What follows belongs to an exercise in optimizing a design on an open flow for small area, a short achievable clock period and few clock cycles; a production flow would make more cautious choices. The RTL was checked by simulation tests, not by an equivalence proof against the original design.

==> v25 <==
==> flow/design.v <==
`timescale 1ns / 1ps
module seq_multi #(
    parameter WIDTH = 32
) 
(
    input wire logic clk,
    input wire logic rst,
    input wire logic start,
    input wire logic [WIDTH - 1:0] multiplier,
    input wire logic [WIDTH - 1:0] multiplicand,
    output logic busy,
    output logic [(WIDTH * 2) - 1:0] product
);
    logic[(WIDTH * 2):0] product_reg;
    logic[WIDTH - 1:0] multiplicand_reg;
    logic state;
    logic nextState;
    logic[7:0] counter;  
    localparam IDLE  = 1'b0;
    localparam BUSY  = 1'b1; 
    always_ff@(posedge clk)
    begin
        if (rst) begin
            state <= IDLE;
            counter <= 0;
            nextState <= IDLE;
        end else begin
        state <= nextState;
        case(state)
            IDLE:
                if (start) begin
                    product_reg <= multiplier;
                    multiplicand_reg <= multiplicand;
                    counter <= 0;
                    nextState <= BUSY;
                end
            BUSY: begin
                counter <= counter + 1;
                if (counter == WIDTH - 1)
                    nextState <= IDLE;
                else begin
                    if (product_reg[0])
                        product_reg <= {product_reg[(WIDTH * 2):WIDTH] + multiplicand_reg, product_reg[WIDTH - 1:0]} >> 1;
                    else
                        product_reg <= product_reg >> 1;
                end
            end 
        endcase
        end
    end
    assign busy = state == BUSY | nextState == BUSY;
    assign product = product_reg[(WIDTH * 2) - 1:0];
endmodule
==> flow/run.sh <==
#!/bin/bash
# synth_recipe.tcl (not shown) runs the flow's synth.tcl, then flattens the netlist and writes it again
# the make line also repeats each setting of config.mk as NAME=value (left out here)
make -C /OpenROAD-flow-scripts/flow DESIGN_CONFIG=/design/flow/config.mk WORK_HOME=/design/flow/orfs CLKGATE_MAP_FILE= SYNTH_SCRIPT=/design/flow/synth_recipe.tcl finish
==> flow/config.mk <==
export PLATFORM = sky130hd
export DESIGN_NAME = seq_multi
export DESIGN_NICKNAME = seq_multi
export VERILOG_FILES = /design/flow/design.v
export SDC_FILE = /design/flow/constraint.sdc
export NUM_CORES = 4
export LEC_CHECK = 0
export CAP_MARGIN = 20
export CORE_MARGIN = 2
export CORE_UTILIZATION = 40
export SLEW_MARGIN = 20
==> flow/constraint.sdc <==
create_clock -name core_clock -period 5.0 [get_ports {clk}]
set_input_delay 1.0000 -clock core_clock [delete_from_list [all_inputs] [get_ports {clk}]]
set_output_delay 1.0000 -clock core_clock [all_outputs]
set_load 0.01 [all_outputs]
==> inputs of v39, as changes to v25 <==
==> flow/design.v (replaced) <==
module seq_multi #(
    parameter WIDTH = 32
)
(
    input wire logic clk,
    input wire logic rst,
    input wire logic start,
    input wire logic [WIDTH - 1:0] multiplier,
    input wire logic [WIDTH - 1:0] multiplicand,
    output logic busy,
    output logic [(WIDTH * 2) - 1:0] product
);
    logic [31:0] m;           
    logic [32:0] h;           
    logic [32:0] x;           
    logic [2:0]  cnt;
    logic neg_a, one_a, two_a, neg_b, one_b, two_b;
    wire accept = start & ~busy;
    function automatic [2:0] benc(input b1, input b0, input bp);
        benc[2] = b1 & ~(b0 & bp);                      
        benc[1] = b0 ^ bp;                              
        benc[0] = (b1 & ~b0 & ~bp) | (~b1 & b0 & bp);   
    endfunction
    wire [33:0] sel_a = ({34{one_a}} & {2'b00, m}) | ({34{two_a}} & {1'b0, m, 1'b0});
    wire [33:0] sel_b = ({34{one_b}} & {2'b00, m}) | ({34{two_b}} & {1'b0, m, 1'b0});
    wire [33:0] ppa = sel_a ^ {34{neg_a}};
    wire [33:0] ppb = sel_b ^ {34{neg_b}};
    wire [36:0] op_h  = {{4{h[32]}}, h};
    wire [36:0] op_a  = {{3{ppa[33]}}, ppa};
    wire [36:0] op_b  = {ppb[33], ppb, 2'b00};
    wire [36:0] cs_s, cs_c;
    assign cs_s[0] = op_h[0];
    assign cs_c[0] = op_a[0];
    assign cs_s[1] = op_h[1] ^ op_a[1] ^ neg_b;
    assign cs_c[1] = neg_b;
    genvar i;
    generate
        for (i = 2; i < 37; i = i + 1) begin : g_csa
            assign cs_s[i] = op_h[i] ^ op_a[i] ^ op_b[i];
        end
        for (i = 2; i < 37; i = i + 1) begin : g_csc
            if (i == 2)
                assign cs_c[i] = (op_h[1] & op_a[1]) | (op_h[1] & neg_b) | (op_a[1] & neg_b);
            else
                assign cs_c[i] = (op_h[i-1] & op_a[i-1]) | (op_h[i-1] & op_b[i-1]) | (op_a[i-1] & op_b[i-1]);
        end
    endgenerate
    wire [36:0] sum = cs_s + cs_c + {36'd0, neg_a};
    wire [2:0] nxt_a = benc(x[5], x[4], x[3]);
    wire [2:0] nxt_b = benc(x[7], x[6], x[5]);
    wire [2:0] ini_a = benc(multiplier[2], multiplier[1], 1'b0);
    wire [2:0] ini_b = benc(multiplier[4], multiplier[3], multiplier[2]);
    wire [31:0] p0 = multiplier[0] ? multiplicand : 32'd0;
    always_ff @(posedge clk) begin
        if (rst) begin
            busy <= 1'b0;
            cnt <= 3'd0;
        end else if (accept) begin
            busy <= 1'b1;
            cnt <= 3'd0;
        end else if (busy) begin
            cnt <= cnt + 3'd1;
            if (cnt == 3'd7)
                busy <= 1'b0;
        end
        if (accept) begin
            m <= multiplicand;
            h <= {2'b00, p0[31:1]};
            x <= {p0[0], 1'b0, multiplier[31:1]};
            {neg_a, one_a, two_a} <= ini_a;
            {neg_b, one_b, two_b} <= ini_b;
        end else if (busy) begin
            h <= sum[36:4];
            x <= {sum[3:0], x[32:4]};
            {neg_a, one_a, two_a} <= nxt_a;
            {neg_b, one_b, two_b} <= nxt_b;
        end
    end
    assign product = {h[30:0], x};
endmodule
==> inputs of v15, as changes to v25 <==
==> flow/design.v (replaced) <==
module seq_multi #(
    parameter WIDTH = 32
)
(
    input wire logic clk,
    input wire logic rst,
    input wire logic start,
    input wire logic [WIDTH - 1:0] multiplier,
    input wire logic [WIDTH - 1:0] multiplicand,
    output logic busy,
    output logic [(WIDTH * 2) - 1:0] product
);
    logic [31:0] m;           
    logic [32:0] h;           
    logic [32:0] x;           
    logic [2:0]  cnt;
    logic neg_a, one_a, two_a, neg_b, one_b, two_b;
    wire accept = start & ~busy;
    function automatic [2:0] benc(input b1, input b0, input bp);
        benc[2] = b1 & ~(b0 & bp);                      
        benc[1] = b0 ^ bp;                              
        benc[0] = (b1 & ~b0 & ~bp) | (~b1 & b0 & bp);   
    endfunction
    wire [33:0] sel_a = ({34{one_a}} & {2'b00, m}) | ({34{two_a}} & {1'b0, m, 1'b0});
    wire [33:0] sel_b = ({34{one_b}} & {2'b00, m}) | ({34{two_b}} & {1'b0, m, 1'b0});
    wire [33:0] ppa = sel_a ^ {34{neg_a}};
    wire [33:0] ppb = sel_b ^ {34{neg_b}};
    wire [36:0] op_h  = {{4{h[32]}}, h};
    wire [36:0] op_a  = {{3{ppa[33]}}, ppa};
    wire [36:0] op_b  = {ppb[33], ppb, 2'b00};
    wire [36:0] cs_s, cs_c;
    assign cs_s[0] = op_h[0];
    assign cs_c[0] = op_a[0];
    assign cs_s[1] = op_h[1] ^ op_a[1] ^ neg_b;
    assign cs_c[1] = neg_b;
    genvar i;
    generate
        for (i = 2; i < 37; i = i + 1) begin : g_csa
            assign cs_s[i] = op_h[i] ^ op_a[i] ^ op_b[i];
        end
        for (i = 2; i < 37; i = i + 1) begin : g_csc
            if (i == 2)
                assign cs_c[i] = (op_h[1] & op_a[1]) | (op_h[1] & neg_b) | (op_a[1] & neg_b);
            else
                assign cs_c[i] = (op_h[i-1] & op_a[i-1]) | (op_h[i-1] & op_b[i-1]) | (op_a[i-1] & op_b[i-1]);
        end
    endgenerate
    wire [36:0] sum = cs_s + cs_c + {36'd0, neg_a};
    wire [2:0] nxt_a = benc(x[5], x[4], x[3]);
    wire [2:0] nxt_b = benc(x[7], x[6], x[5]);
    wire [2:0] ini_a = benc(multiplier[2], multiplier[1], 1'b0);
    wire [2:0] ini_b = benc(multiplier[4], multiplier[3], multiplier[2]);
    wire [31:0] p0 = multiplier[0] ? multiplicand : 32'd0;
    always_ff @(posedge clk) begin
        if (rst) begin
            busy <= 1'b0;
            cnt <= 3'd0;
        end else if (accept) begin
            busy <= 1'b1;
            cnt <= 3'd0;
        end else if (busy) begin
            cnt <= cnt + 3'd1;
            if (cnt == 3'd7)
                busy <= 1'b0;
        end
        if (accept) begin
            m <= multiplicand;
            h <= {2'b00, p0[31:1]};
            x <= {p0[0], 1'b0, multiplier[31:1]};
            {neg_a, one_a, two_a} <= ini_a;
            {neg_b, one_b, two_b} <= ini_b;
        end else if (busy) begin
            h <= sum[36:4];
            x <= {sum[3:0], x[32:4]};
            {neg_a, one_a, two_a} <= nxt_a;
            {neg_b, one_b, two_b} <= nxt_b;
        end
    end
    assign product = {h[30:0], x};
endmodule
--- a/flow/config.mk
+++ b/flow/config.mk
@@ -5,7 +5,9 @@
 export SDC_FILE = /design/flow/constraint.sdc
 export NUM_CORES = 4
 export LEC_CHECK = 0
+export ABC_CLOCK_PERIOD_IN_PS = 2000
 export CAP_MARGIN = 20
 export CORE_MARGIN = 2
 export CORE_UTILIZATION = 40
+export SETUP_SLACK_MARGIN = 2.6
 export SLEW_MARGIN = 20
==> reports/qor.yml <==
final_layout:
  multi_input_gates: 414
  layout.cells.non_filler: 866
run_status:
  status: "finished clean"
cts:
  post_cts_buffers: 0
  cts_resized: 0
  cts_sinks: 106
global_route:
  first_global_vias: 5017
floorplan:
  num_rows: 45
  initial_core_util_pct: 40.60
worst_setup_path:
  crit_start: "product_reg[32]$_SDFFCE_PN0P_"
yosys:
  synth.avg_cell_area_um2: 11.00
hold_path:
  hold_start: "nextState$_SDFFE_PP0P_"
(the above is from v25)
==> reports/qor.yml <==
run_status:
  status: "finished clean"
floorplan:
  num_rows: 54
  initial_core_util_pct: 40.39
global_route:
  grt_first_pass_wirelength_um: 36070
  first_global_vias: 6747
hold_path:
  hold_start: "x[31]$_SDFFE_PP0P_"
cts:
  clk_latency_ns: 0.37
  cts_resized: 0
  post_cts_buffers: 0
  path_clk_slew_ns: 0.09
  cts_sinks: 108
detailed_routing:
  wl_met2_um: 10780
place:
  place_inst: 1244
final_layout:
  layout.cells.non_filler: 1260
  multi_input_gates: 608
  seq_share_pct: 30.42
  clkbuf_count: 9
yosys:
  synth.avg_cell_area_um2: 9.681
worst_setup_path:
  critPathLaunchType: "register"
(the above is from v39)
==> reports/qor.yml <==
run_status:
  status: "finished clean"
timing:
  slew-limit-headroom_pct: 48.22
floorplan:
  num_rows: 54
  initial_core_util_pct: 40.39
hold_path:
  hold_start: "x[31]$_SDFFE_PP0P_"
final_layout:
  layout.cells.non_filler: 1306
  multi_input_gates: 608
  final_common_cell: "clkdlybuf4s50_1"
cts:
  cts_resized: 100
  post_cts_buffers: 32
yosys:
  synth.avg_cell_area_um2: 9.681
worst_setup_path:
  crit_start: "one_a$_DFFE_PP_"
(the above is from v15)
Testbench counts of v25, summed over its fixed seeds: cycles 17,920.
Testbench counts of v39, summed over its fixed seeds: cycles 4,608.
Testbench counts of v15, summed over its fixed seeds: cycles 4,608.

-- separate check: timing with driven ports --
The flow's constraints put no driver on any port. The routed layouts listed below were extracted and timed again, unchanged, in two steps. Step 1, drivers: a clkbuf_16 drives clk and a buf_2 each remaining input, both assumed. Step 2 adds t to the input delays and takes it off the output delays; t is the mean of the earliest and latest rising clock arrival at the registers after step 1. Input paths then give back, and output paths get back, about the clock's delay inside the block. Three values: no drivers, after step 1, after step 2; two values: the first two.
| run | shift t [ns] | setup slack, ns | hold WS [ns] | worst setup path after step 2 | worst slew at a driven data input, ns |
|---|---|---|---|---|---|
| v25 | 0.401 | 1.778 / 1.778 / 1.671 | 0.498 / 0.498 / 0.498 | input to register | 0.05 |
| v39 | 0.412 | 0.670 / 0.670 / 0.670 | 0.523 / 0.523 / 0.523 | register to register | 0.04 |
| v15 | 0.407 | 1.288 / 1.288 / 1.288 | 0.522 / 0.522 / 0.522 | register to register | 0.07 |
After both steps setup and hold are still met in every run listed. For v25, which loses most, drivers alone change the setup slack by 0.000 ns; drivers and shift together by -0.107 ns.
